Background: an optimization exercise with open tools, aiming at small area, a short achievable clock period and few clock cycles per item. Do not read the settings as production practice.
No run shown here included a check of the RTL's function; only the layout flow was run.
No activity file was given, so power comes from the tool's default toggle rates.

## flow/design.v (module list and top-level ports; edited modules follow where they fit)
// module buffer_block: 48 lines
// module line_delay: 40 lines
// module convolution: 4109 lines
// module image_filter: 107 lines
module image_filter (
    input clk,
    input reset,
    input        in_valid,
    output       in_ready,
    input  [7:0] in_pixel,
    input [12:0] image_width,
    input [10:0] image_height,
    input [8:0] kernel_1,
    input [8:0] kernel_2,
    input [8:0] kernel_3,
    input [8:0] kernel_4,
    input [8:0] kernel_5,
    input [8:0] kernel_6,
    input [8:0] kernel_7,
    input [8:0] kernel_8,
    input [8:0] kernel_9,
    output       out_valid,
    output [7:0] out_pixel
);
  // ...
==> flow/run.sh <==
#!/bin/bash
# synth_recipe.tcl (not shown) runs the flow's synth.tcl, then flattens the netlist and writes it again
# the make line also repeats each setting of config.mk as NAME=value (left out here)
make -C /OpenROAD-flow-scripts/flow DESIGN_CONFIG=/design/flow/config.mk WORK_HOME=/design/flow/orfs CLKGATE_MAP_FILE= SYNTH_SCRIPT=/design/flow/synth_recipe.tcl finish
==> flow/config.mk <==
export PLATFORM = sky130hd
export DESIGN_NAME = image_filter
export DESIGN_NICKNAME = image_filter
export VERILOG_FILES = /design/flow/design.v
export SDC_FILE = /design/flow/constraint.sdc
export NUM_CORES = 4
export LEC_CHECK = 0
export CAP_MARGIN = 20
export CORE_MARGIN = 2
export CORE_UTILIZATION = 45
export PLACE_DENSITY = 0.6
export SLEW_MARGIN = 20
==> flow/constraint.sdc <==
create_clock -name core_clock -period 11.5 [get_ports {clk}]
set_input_delay 2.3000 -clock core_clock [delete_from_list [all_inputs] [get_ports {clk}]]
set_output_delay 2.3000 -clock core_clock [all_outputs]
set_load 0.01 [all_outputs]
==> run notes, run 1 <==
The HPWL reported at the end of detailed placement came out at 153 mm. Dividing the detail-routed via count by the number of cells gives ~4.8. The largest incremental delay on the critical path is 530 ps.

The kind of capture point of the worst setup path is a flip-flop. In the routed design, unresolved DRC markers number 0. The synthesized-area fraction occupied by adder cells is between 9 and 10%. The largest cell class by area is sequential cells. Once placement finished, the instance area stood at 0.163 mm^2. On the final layout, the worst hold slack is 332 ps.

Global routing consumed, on the met1 layer, 21.9% of the routing resources. Sequential cells burn 44.5% of the power. Counting flops with a built-in enable in the synthesized netlist gives 4184. Max-cap violations in this run came to 0.

The flow ran to the end and the layout has no timing, DRC or antenna violations. The number of DRC violations after detailed-routing iteration 0 came out at 5558. The sum of overflow across all layers after global routing came out at 0. The leakage power is about 56 nW. The reported sequential group power is about 0.019 W. The setup TNS came out at 0 ps. The number of warning messages in the yosys log is 4. The critical path is of the flip-flop to flip-flop type. In this run the power spent charging and discharging nets is 0.0122 W.

The count of final hold-check violations is 0. The largest net degree at the start of global routing is 220. The synthesized design devotes to its leading area cell type 80.7% of total area. The final setup violation count came out at 0. The finished layout holds 12600 standard cells, fillers aside.

The pre-CTS worst setup slack came out at around 6300 ps. The dominant power group is registers. The slack of the worst reg-to-reg path is 6270 ps. The met2 usage came out at 21.2%. Setup repair after global routing left no endpoint under its margin.

The worst hold path terminates at conv_unit.t2_2_0. After Yosys synthesis, XOR and XNOR cells account for 0.399% of the synthesized area. The leading cell type in the layout, fill and taps excluded is edfxtp_1.

The final count of pins violating max slew came out at 0.
==> run 2, diff against run 1 <==
--- a/flow/config.mk
+++ b/flow/config.mk
@@ -10,2 +10,4 @@
 export CORE_UTILIZATION = 45
+export CTS_CLUSTER_DIAMETER = 80
+export CTS_CLUSTER_SIZE = 32
 export PLACE_DENSITY = 0.6
==> run notes, run 2 <==
Synthesis produced 7049 cells. The number of warning messages in the yosys log is 4 (unchanged). The peak fanout along the critical path came out at 6. The multi-input combinational cells in the finished layout cover a total of 0.0213 mm^2. Across the whole layout, storage elements account for 0.132 mm^2. The start point of the worst hold path is conv_unit.t1_3_0. The largest net degree at the start of global routing was 220 (unchanged).

The cell area after synthesis came out at 0.156 mm^2. The sum of overflow across all layers after global routing was 0 (unchanged). The critical path is of the flip-flop to flip-flop type. The largest registers in the layout are buffer_unit.line_a.s7 (1024), buffer_unit.line_b.s7 (1024). The area fraction in compound gates after synthesis is 0.362%. The top achievable clock speed came out at 191 MHz. The worst setup path is launched from a flip-flop. Data on the critical path is required at its endpoint by 12260 ps. The instance count along the most critical hold path came out at 0. The wire length of the first global-routing pass is 371 mm. The HPWL reported at the end of detailed placement came out at 153 mm (unchanged). The count of input and output buffers came out at between 100 and 150. The kind of capture point of the worst setup path is a flip-flop.

The number of DRC violations after detailed-routing iteration 0 is 5807 (+4.5%). The number of levels the H-tree was split into came out at 4. The path with the worst hold slack has its endpoint at conv_unit.t2_3_0.

For this design, the CTS-stage hold fixing added 0 buffers. The count of flip-flops with a built-in enable after synthesis came out at 4184 (unchanged). The count of final hold-check violations is 0 (unchanged). The overall die width is 592 um. In this run the count of I/O pins placed on the die edge is 126. The buffers inserted during post-CTS setup optimization came out at 0. The synthesized flop and latch total came out at 4477.

The top cell type's share of synthesized area came out at 80.7% (unchanged). In this run the remaining antenna-violating nets after routing total 0. In the layout the commonest cells are edfxtp_1, inv_1, fa_1, and2_1, dfxtp_1. In this run, placement finished with an instance count of ~12000. The worst hold margin is 338 ps (+5.33 ps).

The power density over cell area is roughly 220 mW/mm^2. The floorplan die area came out at 0.351 mm^2. The worst max-slew margin expressed relative to the limit is 19.7%.

The register area share after synthesis is between 80 and 90%. On the final layout, the worst clock skew is about 64 ps. The via count of the first global-routing pass is 59300. By area, the combinational part of the netlist is dominated by adder cells. The minimum period implied by the final worst setup slack is approximately 5200 ps. The worst path meets setup with 6270 ps of slack.

The library cell used most frequently in the layout, excluding fill and tap cells, is edfxtp_1. The mean number of vias per cell was 4.81 (+0.94%). The final cell count without fillers came to 12000 (-4.2%). edfxtp_1 is the most common cell in the netlist.

The number of clock sinks is between 4000 and 5000. The maximum VDD drop is 0.483 mV. The clock latency on the worst-skew pair is 900 ps. The share of synthesized area spent on multiplexers is 0.946%. The async set or reset register ratio after synthesis came out at less than 1%. The synthesized design spends more area on one cell type than any other, namely edfxtp_1. The path category of the worst min-delay check is flip-flop to flip-flop. The arrival time of the worst setup path is ~6000 ps. TritonCTS built the clock tree. The number of cells upsized or downsized after cts is 0. By count the netlist is led by edfxtp_1, inv_1, fa_1.

The number of max-cap violations was 0 (unchanged). The cell sitting at the root of the clock tree is a clkbuf_16. The share of cells above drive strength 1 came out at 5.71%. After detailed routing, the average wire length per cell comes to roughly 20 um. The synthesized-area fraction occupied by adder cells came to 9.13% (unchanged). The initial antenna violation count is 14. The xor and xnor fraction of the mapped netlist area is 0.399% (unchanged).

The slack of the worst reg-to-reg path is 6270 ps (about the same). The final routed wirelength across all metal layers is 243 mm. Among all flip-flop cells after synthesis, the most frequent one is edfxtp_1. The endpoint identified for the worst register-to-register timing path is conv_unit.out[4]. The worst register-to-register path begins at conv_unit.sum[7]. The post-route DRC violation count is 0 (unchanged). The total via count in the routed design came out at just under 60000.

After floorplanning, the core was divided into 216 placement rows. The run finished with no timing, DRC or antenna violations. The clock passes through at most 4 buffers. The mean cell area of the mapped netlist came out at 22.1 um^2. The number of distinct standard cells referenced by the synthesized netlist came out at 60. After clock tree synthesis, the clock-pin slew on the worst setup and hold paths is 110 ps. Before antenna repair, the detailed router went through 5 iterations. Sorting the synthesized cells by area gives the leading types as edfxtp_1, fa_1, dfxtp_1, and2_1, inv_1.

Across every metal layer, demand over resource in global routing totals between 10% and 20%. The pre-CTS worst setup slack came out at 6290 ps (unchanged). The final count of pins violating max slew came out at 0 (unchanged). The die height is 592 um. The setup TNS came out at 0 ps (unchanged).

The slew at the pin closest to its max-slew limit is 1200 ps. The number of filler instances in the final layout came out at 27700. The number of cells on the worst reg-to-reg path is 17. Dividing the final minimum period by the clock period gives 45.4%. The congestion estimate from routability-driven global placement came to approximately 0.85. The final setup violation count is 0 (unchanged). The total CTS buffers came out at 184. Setup repair after global routing left no endpoint under its margin.

The standard cell core area came out at 0.345 mm^2. The effective utilization at floorplan came out at 45.1%. The synthesized netlist devotes 2.87% of its cell area to simple gates.

The final layout contains 8216 nets. The area growth from synthesis to layout is 8.45%. The post-synth net total is just under 8000.

The leakage power came out at 51.8 nW (-7.1%).
[run 2: where the power goes]
part / internal (W) / switching, W / leakage (nW)
sequential: 0.0185 / 0.000402 / 36.3
clock: 0.00322 / 0.00481 / 2.77
combinational: 0.00405 / 0.00587 / 12.8
total: 0.0258 / 0.0111 / 51.8
[run 2: metrics by stage]
stage	area, um^2	power (W)	util, %
after floorplan	156000	0.0269	-
after global placement	163000	0.0295	47.2
after detailed placement	163000	0.0295	47.2
after CTS	169000	0.0376	48.9
after global routing	169000	0.0396	48.9
final	169000	0.0369	48.9
[run 2: cell type report]
class | instances | share of cell area, %
antenna | 13 | 0.0193
clock buffer | 216 | 2.87
clock inverter | 54 | 0.539
inverter | 675 | 1.50
multi-input combinational | 1850 | 12.6
sequential | 4477 | 78.0
tap | 4578 | 3.39
timing repair buffer | 165 | 1.08
[run 2: layer usage]
metal	wire (um)	up-vias	GRT usage, %
met5	0	-	0
met4	6800	0	3.78
met3	9860	320	1.91
met2	110000	878	21.0
met1	117000	30700	21.6
li1	-	25900	-
[run 2: cell families after synthesis]
logic type      Yosys count
compound gates           83
flops                  4477
xor+xnor                 71
fa+ha+maj               747
other cells               1
buf+inv                 722
mux                     131
simple gates            817
[run 2: critical path, stage by stage (launching register included)]
cell and delay [ps]:
dfxtp_1 560, inv_1 120, fa_1 550, inv_1 40, ha_1 310, inv_1 70, fa_1 530, inv_1 50
fa_1 530, inv_1 50, fa_1 540, inv_1 50, ha_1 350, a21oi_1 150, o21ai_0 180, o41a_1 410
or3_1 360, a41o_1 250
[run 2: worst max path at each step]
stage | start | end | slack, ps | cells after the start
5_1_grt | conv_unit.sum[7] | conv_unit.out[3] | 5970 | 17
3_5_place_dp | conv_unit.sum[7] | conv_unit.out[4] | 6290 | 17
6_report | conv_unit.sum[7] | conv_unit.out[4] | 6270 | 17
2_1_floorplan | pix_vld | cnt_rows[4] | -18820 | 5
4_1_cts | conv_unit.sum[7] | conv_unit.out[4] | 6250 | 17
3_3_place_gp | conv_unit.sum[7] | conv_unit.out[4] | 6280 | 17

==> afterwards: timing with drivers on the ports <==
In the flow no input, the clock included, has a driving cell. The finished layouts below were timed again as built, in two steps.
Step 1, drivers: a clkbuf_16 drives clk and a buf_2 each remaining input, both assumed.
Step 2 times the ports against the registers' clock, not the clock port: input delays grow and output delays shrink by t, the midpoint of the rising clock arrivals with the driver on.
a / b / c = no drivers / after step 1 / after step 2; a / b = the first two.
run	shift t [ns]	setup WS [ns]	worst setup path at the end
run 1	1.016	6.269 / 6.269 / 6.269	register to register
run 2	0.979	6.275 / 6.275 / 6.275	register to register
After both steps setup and hold are still met in every run listed.
